What follows belongs to an exercise in optimizing a design on an open flow for small area and a short achievable clock period; a production flow would make more cautious choices. Where RTL was checked, it was by simulation tests only, not by an equivalence proof against the original. Power figures rest on the tool's default switching activity, not on a simulated workload.

## the previous run
## MAC
module MAC( clk,reset,X,Y,reg_Pro );
  input clk,reset;
  input [7:0] X;
  input [7:0] Y;
  output reg [15:0] reg_Pro;
  wire [15:0] row1;
  wire [15:0] row2;
  wire [15:0] Pro;
  wire [15:0] t1, t2;
  wire [7:0] reg_X = X;
  wire [7:0] reg_Y = Y;
  PPG PP1(reg_X,reg_Y,p00,p01,p02,p03,p04,p05,p06,p07,p10,p11,p12,p13,p14,p15,p16,p17,p20,p21,p22,p23,p24,p25,
          p26,p27,p30,p31,p32,p33,p34,p35,p36,p37,p40,p41,p42,p43,p44,p45,p46,p47,p50,p51,p52,p53,
          p54,p55,p56,p57,p60,p61,p62,p63,p64,p65,p66,p67,p70,p71,p72,p73,p74,p75,p76,p77);
  PPR PP2(p00,p01,p02,p03,p04,p05,p06,p07,p10,p11,p12,p13,p14,p15,p16,p17,p20,p21,p22,p23,p24,p25,
          p26,p27,p30,p31,p32,p33,p34,p35,p36,p37,p40,p41,p42,p43,p44,p45,p46,p47,p50,p51,p52,p53,
          p54,p55,p56,p57,p60,p61,p62,p63,p64,p65,p66,p67,p70,p71,p72,p73,p74,p75,p76,p77,t1,t2);
  reg [15:0] reg_r1, reg_r2;
  assign row1 = reg_r1;
  assign row2 = reg_r2;
  alpha_adder16 a(row1,row2,1'b0,Pro,carry);
  always @(posedge clk) begin
    reg_r1 <= t1;
    reg_r2 <= t2;
    if (reset) reg_Pro <= 0;
    else reg_Pro <= reg_Pro + Pro;
  end
endmodule
Size: about 340 cells after synthesis, roughly 45 flip-flops, roughly 3400 sq um of cells after synthesis.
Settings: LEC_CHECK=0, CAP_MARGIN=20, CORE_MARGIN=2, CORE_UTILIZATION=40, SETUP_SLACK_MARGIN=2.0, SLEW_MARGIN=20; clock period 5.5 ns.
run.sh (not shown) runs the stock make flow with config.mk's settings and CLKGATE_MAP_FILE= SYNTH_SCRIPT=/design/flow/synth_recipe.tcl, a recipe that flattens the netlist after the stock synthesis.
#### Input delta (the current run over the previous run)
==> flow/flow/run.sh (new file) <==
#!/bin/bash
# Standard ORFS layout, but synthesis keeps full adders as plain gates
# (no mapping to the library's fa/ha cells), so abc can map them for speed.
set -euo pipefail
bash standard.sh ADDER_MAP_FILE= finish > flow_make.log 2>&1
==> flow/standard.sh (new file) <==
#!/bin/bash
# synth_recipe.tcl (not shown) runs the flow's synth.tcl, then flattens the netlist and writes it again
# the make line also repeats each setting of config.mk as NAME=value (left out here)
make -C /OpenROAD-flow-scripts/flow DESIGN_CONFIG=/design/flow/config.mk WORK_HOME=/design/flow/orfs CLKGATE_MAP_FILE= SYNTH_SCRIPT=/design/flow/synth_recipe.tcl "${@:-finish}"
removed: flow/run.sh
==> run summary <==
Clock buffer count in the final layout: the current run > the previous run. Compared to the previous run, the current run has net load switching power 12% higher. In the current run relative to the previous run, final routed wirelength across all metal layers had gone up by more than a quarter. Looking at power share of the combinational group, the current run sits below the previous run. Number of clock buffers inserted by TritonCTS essentially unchanged between the previous run and the current run. Looking at power per cell area across the current run and the previous run, the one that comes out lower is the current run. Re detailed-routed wire length on met2: the previous run was lower than the current run. X[7] as the launch point of the critical path was reported by the current run, and Y[2] by the previous run.
No run of this note included a check of the RTL's function; only the layout flow was run.

---

Starting RTL as in the previous note.
clock: 5.5 ns
lec_check: 0
abc_clock_period_in_ps: 3000
cap_margin: 20
core_margin: 2
core_utilization: 40
setup_slack_margin: 2.5
slew_margin: 20
Stock flow here: none of the scripts above is used.
==> next run, changes <==
Settings changed: ABC_CLOCK_PERIOD_IN_PS 3000 to not set, SETUP_SLACK_MARGIN 2.5 to not set.
Maximum frequency drops by 18%.
Design area decreases by 7.3%.
Register-to-register slack gets worse by 0.34 ns.
Wire length goes down by 10%.
Sequential power is about the same.
Via count goes down by 3.3%.
Power shrinks by 13%.
Worst hold slack degrades by 0.0044 ns.
First-iteration DRC count went down by 13%.
Flip-flop and latch count does not change.
Non-clock buffer count is lower by 16.
No functional check of the RTL was part of any run of this note.

---

== run 1 ==
MAC, a different RTL version from the one above (not shown whole).
Size: ~370 cells after synthesis, ~34 I/O pins, about 0.0031 sq mm of cells after synthesis.
clock: 5.5 ns
lec_check: 0
cap_margin: 20
core_margin: 2
core_utilization: 60
setup_slack_margin: 2.85
slew_margin: 20
synth_hierarchical: 1
synth_minimum_keep_size: 0
standard.sh (not shown) runs the stock make flow with config.mk's settings and CLKGATE_MAP_FILE= SYNTH_SCRIPT=/design/flow/synth_recipe.tcl, a recipe that flattens the netlist after the stock synthesis.
==> flow/flow/run.sh <==
#!/bin/bash
# The standard layout (standard.sh) with two changes:
#  - the port buffers that placement inserts start as the smallest buffer;
#  - after the standard synthesis, combinational cells that abc sized up are set back to
#    drive strength 1 (same function and pins), before floorplan; the flow's repair steps
#    size up again the ones that need it. Registers are not touched.
set -euo pipefail
RES=$PWD/orfs/results/$FLOW_PLATFORM/MAC/base
ARGS=("BUFFER_PORTS_ARGS=-buffer_cell sky130_fd_sc_hd__buf_1")
bash standard.sh "${ARGS[@]}" $RES/1_2_yosys.v > synth.log 2>&1
python3 flow/downsize.py $RES/1_2_yosys.v > downsize.log 2>&1
bash standard.sh "${ARGS[@]}" finish > layout.log 2>&1
==> flow/flow/downsize.py <==
# Set abc-upsized combinational cells of the synthesized netlist back to drive strength 1.
import re,sys,collections
path=sys.argv[1]
lib=open('/OpenROAD-flow-scripts/flow/platforms/sky130hd/lib/sky130_fd_sc_hd__tt_025C_1v80.lib').read()
cells=set(re.findall(r'cell \("(sky130_fd_sc_hd__\w+)"\)',lib))
KEEP=('df','dl','sdf','edf','conb','clk','tap','fill','decap','diode','buf','inv','lpflow','probe','ebuf','einv','mux2i')
v=open(path).read()
cnt=collections.Counter()
def sub(m):
    name,base,size=m.group(0),m.group(1),m.group(2)
    short=base.replace('sky130_fd_sc_hd__','')
    if size=='1' or any(short.startswith(k) for k in KEEP): return name
    new='%s_1'%base
    if new not in cells: return name
    cnt[name+' -> '+new]+=1
    return new
v2=re.sub(r'\b(sky130_fd_sc_hd__[a-z0-9]+)_(\d+)\b(?=\s+\S+\s*\()',sub,v)
open(path,'w').write(v2)
for k,n in sorted(cnt.items()): print(n,k)
The final layout from run 1, which completed every stage, passed the timing, DRC and antenna checks at the end of the flow.
diff inputs: run 1 => run 2
Settings: CORE_UTILIZATION now 40, was 60.
==> flow/flow/run.sh <==
#!/bin/bash
# The standard layout (standard.sh), with the port buffers that placement inserts
# made the smallest buffer; repair_timing upsizes those on critical paths.
set -euo pipefail
bash standard.sh "BUFFER_PORTS_ARGS=-buffer_cell sky130_fd_sc_hd__buf_1" finish > standard_flow.log 2>&1
removed: flow/flow/downsize.py
==> comparison <==
- The final critical path time including I/O delays and setup in run 2 was higher than what run 1 gave.
- In run 2, global routing usage summed across all routing layers is lower than in run 1.
- The final reports for run 2 and run 1 show final worst-path setup slack lower in the former.
- Looking at height of the chip across run 2 and run 1, the one that comes out higher is run 2.
- Compared with run 1, in run 2 number of global-route vias before repair increased by 4.3% relative to the old numbers, core utilization of the finished layout decreased by 23 points relative to the old numbers, sum of internal, switching and leakage power increased by 4.1% relative to the old numbers, pre-CTS worst setup slack increased by 0.0093 ns relative to the old numbers.
- Row non-clock buffer count: run 2 lower / run 1 higher
- Run 2 went all the way through synthesis, placement and routing and the layout is clean on timing, DRC and antenna.
- Looking only at met2 capacity usage during global routing, and setting everything else aside, the lower value of run 2 and run 1 goes to run 2.
Input-level comparison between run 3 and run 2:
Settings: CORE_UTILIZATION: 40 -> 75.
==> flow/flow/run.sh <==
#!/bin/bash
# The standard layout (standard.sh) with two changes:
#  - the port buffers that placement inserts start as the smallest buffer;
#  - after the standard synthesis, combinational cells that abc sized up are set back to
#    drive strength 1 (same function and pins), before floorplan; the flow's repair steps
#    size up again the ones that need it. Registers are not touched.
set -euo pipefail
RES=$PWD/orfs/results/$FLOW_PLATFORM/MAC/base
ARGS=("BUFFER_PORTS_ARGS=-buffer_cell sky130_fd_sc_hd__buf_1")
bash standard.sh "${ARGS[@]}" $RES/1_2_yosys.v > synth.log 2>&1
python3 flow/downsize.py $RES/1_2_yosys.v > downsize.log 2>&1
bash standard.sh "${ARGS[@]}" finish > layout.log 2>&1
==> flow/flow/downsize.py (new file) <==
# Set abc-upsized combinational cells of the synthesized netlist back to drive strength 1.
import re,sys,collections
path=sys.argv[1]
lib=open('/OpenROAD-flow-scripts/flow/platforms/sky130hd/lib/sky130_fd_sc_hd__tt_025C_1v80.lib').read()
cells=set(re.findall(r'cell \("(sky130_fd_sc_hd__\w+)"\)',lib))
KEEP=('df','dl','sdf','edf','conb','clk','tap','fill','decap','diode','buf','inv','lpflow','probe','ebuf','einv','mux2i')
v=open(path).read()
cnt=collections.Counter()
def sub(m):
    name,base,size=m.group(0),m.group(1),m.group(2)
    short=base.replace('sky130_fd_sc_hd__','')
    if size=='1' or any(short.startswith(k) for k in KEEP): return name
    new='%s_1'%base
    if new not in cells: return name
    cnt[name+' -> '+new]+=1
    return new
v2=re.sub(r'\b(sky130_fd_sc_hd__[a-z0-9]+)_(\d+)\b(?=\s+\S+\s*\()',sub,v)
open(path,'w').write(v2)
for k,n in sorted(cnt.items()): print(n,k)
### Flow results
c38_q as the termination of the worst setup path was reported by run 3, and s39_q by run 2.
Area added between synthesis and finish across run 2 and run 3: no real change.
Summary of run 3 over run 2: routed wire length moved up; final standard cell utilization of the core moved up.

---

## the reference run
Another version of the RTL of MAC (not shown whole).
For scale: ~280 cells after synthesis, ~34 I/O pins, roughly 0.0032 mm^2 of cells after synthesis.
## MAC
module MAC(clk, reset, X, Y, reg_Pro);
  input clk, reset;
  input [7:0] X;
  input [7:0] Y;
  output reg [15:0] reg_Pro;
  wire p00_d = X[0] & Y[0];
  wire p01_d = X[0] & Y[1];
  wire p02_d = X[0] & Y[2];
  wire p03_d = X[0] & Y[3];
  wire p04_d = X[0] & Y[4];
  wire p05_d = X[0] & Y[5];
  wire p06_d = X[0] & Y[6];
  wire p07_d = X[0] & Y[7];
  wire p10_d = X[1] & Y[0];
  wire p11_d = X[1] & Y[1];
  wire p12_d = X[1] & Y[2];
  wire p13_d = X[1] & Y[3];
  wire p14_d = X[1] & Y[4];
  wire p15_d = X[1] & Y[5];
  wire p16_d = X[1] & Y[6];
  wire p17_d = X[1] & Y[7];
  wire p20_d = X[2] & Y[0];
  wire p21_d = X[2] & Y[1];
  wire p22_d = X[2] & Y[2];
  wire p23_d = X[2] & Y[3];
  wire p24_d = X[2] & Y[4];
  wire p25_d = X[2] & Y[5];
  wire p26_d = X[2] & Y[6];
  wire p27_d = X[2] & Y[7];
  wire p30_d = X[3] & Y[0];
  wire p31_d = X[3] & Y[1];
  wire p32_d = X[3] & Y[2];
  wire p33_d = X[3] & Y[3];
  wire p34_d = X[3] & Y[4];
  wire p35_d = X[3] & Y[5];
  wire p36_d = X[3] & Y[6];
  wire p37_d = X[3] & Y[7];
  wire p40_d = X[4] & Y[0];
  wire p41_d = X[4] & Y[1];
  wire p42_d = X[4] & Y[2];
  wire p43_d = X[4] & Y[3];
  wire p44_d = X[4] & Y[4];
  wire p45_d = X[4] & Y[5];
  wire p46_d = X[4] & Y[6];
  wire p47_d = X[4] & Y[7];
  wire p50_d = X[5] & Y[0];
  wire p51_d = X[5] & Y[1];
  wire p52_d = X[5] & Y[2];
  wire p53_d = X[5] & Y[3];
  wire p54_d = X[5] & Y[4];
  wire p55_d = X[5] & Y[5];
  wire p56_d = X[5] & Y[6];
  wire p57_d = X[5] & Y[7];
  wire p60_d = X[6] & Y[0];
  wire p61_d = X[6] & Y[1];
  wire p62_d = X[6] & Y[2];
  wire p63_d = X[6] & Y[3];
  wire p64_d = X[6] & Y[4];
  wire p65_d = X[6] & Y[5];
  wire p66_d = X[6] & Y[6];
  wire p67_d = X[6] & Y[7];
  wire p70_d = X[7] & Y[0];
  wire p71_d = X[7] & Y[1];
  wire p72_d = X[7] & Y[2];
  ...
Settings: LEC_CHECK=0, CAP_MARGIN=20, CORE_MARGIN=2, CORE_UTILIZATION=40, SETUP_SLACK_MARGIN=2.6, SLEW_MARGIN=20, SYNTH_HIERARCHICAL=1, SYNTH_MINIMUM_KEEP_SIZE=0; clock period 5.5 ns.
==> flow/flow/run.sh <==
#!/bin/bash
# The standard layout (standard.sh), with the port buffers that placement inserts
# made the smallest buffer; repair_timing upsizes those on critical paths.
set -euo pipefail
bash standard.sh "BUFFER_PORTS_ARGS=-buffer_cell sky130_fd_sc_hd__buf_1" finish > standard_flow.log 2>&1
The reference run completed end to end with timing, DRC and antenna clean.
> inputs changed (the reference run -> the trial run)
==> flow/run.sh (new file) <==
#!/bin/bash
# synth_recipe.tcl (not shown) runs the flow's synth.tcl, then flattens the netlist and writes it again
# the make line also repeats each setting of config.mk as NAME=value (left out here)
make -C /OpenROAD-flow-scripts/flow DESIGN_CONFIG=/design/flow/config.mk WORK_HOME=/design/flow/orfs CLKGATE_MAP_FILE= SYNTH_SCRIPT=/design/flow/synth_recipe.tcl finish
removed: flow/flow/run.sh
removed: flow/standard.sh
Notes after the runs:
Delta (the trial run minus the reference run): total net switching power lower, final cell utilization of the core rose 1.9 points. Re average cell area after synthesis: no difference whatsoever between the reference run and the trial run. Looking at leakage power total across the reference run and the trial run, the one that comes out higher is the trial run. The trial run vs. the reference run: cell area went up 150 um^2; synthesis-to-layout area growth went up 4.6 points; total power went down 1.3%; setup slack went up 3.4 ps. In the metrics for the reference run and the trial run, the one carrying the lower aggregate global-route resource usage is the trial run.

[separate check: timing with driven ports]
How much do the figures lean on ideal ports? The routed layouts below were timed once more, with nothing changed but the port constraints.
Step 1 (the two cells are an assumption about what drives the block):
set clk [get_ports {clk}]
set_driving_cell -lib_cell sky130_fd_sc_hd__clkbuf_16 $clk
set_driving_cell -lib_cell sky130_fd_sc_hd__buf_2 [delete_from_list [all_inputs] $clk]
Step 2, shift: input delay + t, output delay - t, t = (earliest + latest rising clock arrival at the registers) / 2. This alone moves slack from input paths to output paths.
Slacks: ideal ports / drivers / drivers and shift; pairs: ideal ports / drivers.
run	t, ns	setup slack, ns	worst setup path after step 2	clock arrival spread, ns	worst register clock-pin slew, ns
the previous run	0.320	2.070 / 2.075 / 1.755	input to register	0.008 / 0.008	0.09 / 0.09
the current run	0.326	2.231 / 2.236 / 1.910	input to register	0.014 / 0.014	0.09 / 0.09
the first run of note 2	0.330	2.348 / 2.343 / 2.013	input to register	0.007 / 0.008	0.09 / 0.09
the second run of note 2	0.319	1.667 / 1.668 / 1.349	input to register	0.006 / 0.006	0.09 / 0.09
run 1	0.308	2.959 / 2.962 / 2.654	input to register	0.006 / 0.006	0.08 / 0.08
run 2	0.312	2.934 / 2.939 / 2.627	input to register	0.007 / 0.007	0.08 / 0.08
run 3	0.320	2.931 / 2.938 / 2.618	input to register	0.005 / 0.005	0.08 / 0.08
the reference run	0.320	2.668 / 2.674 / 2.354	input to register	0.010 / 0.010	0.09 / 0.09
the trial run	0.330	2.671 / 2.677 / 2.347	input to register	0.008 / 0.008	0.09 / 0.09
After both steps every run listed still meets setup and hold. The setup slack of the first run of note 2, which loses most, moves by -0.005 ns with the drivers and by -0.335 ns with both steps.
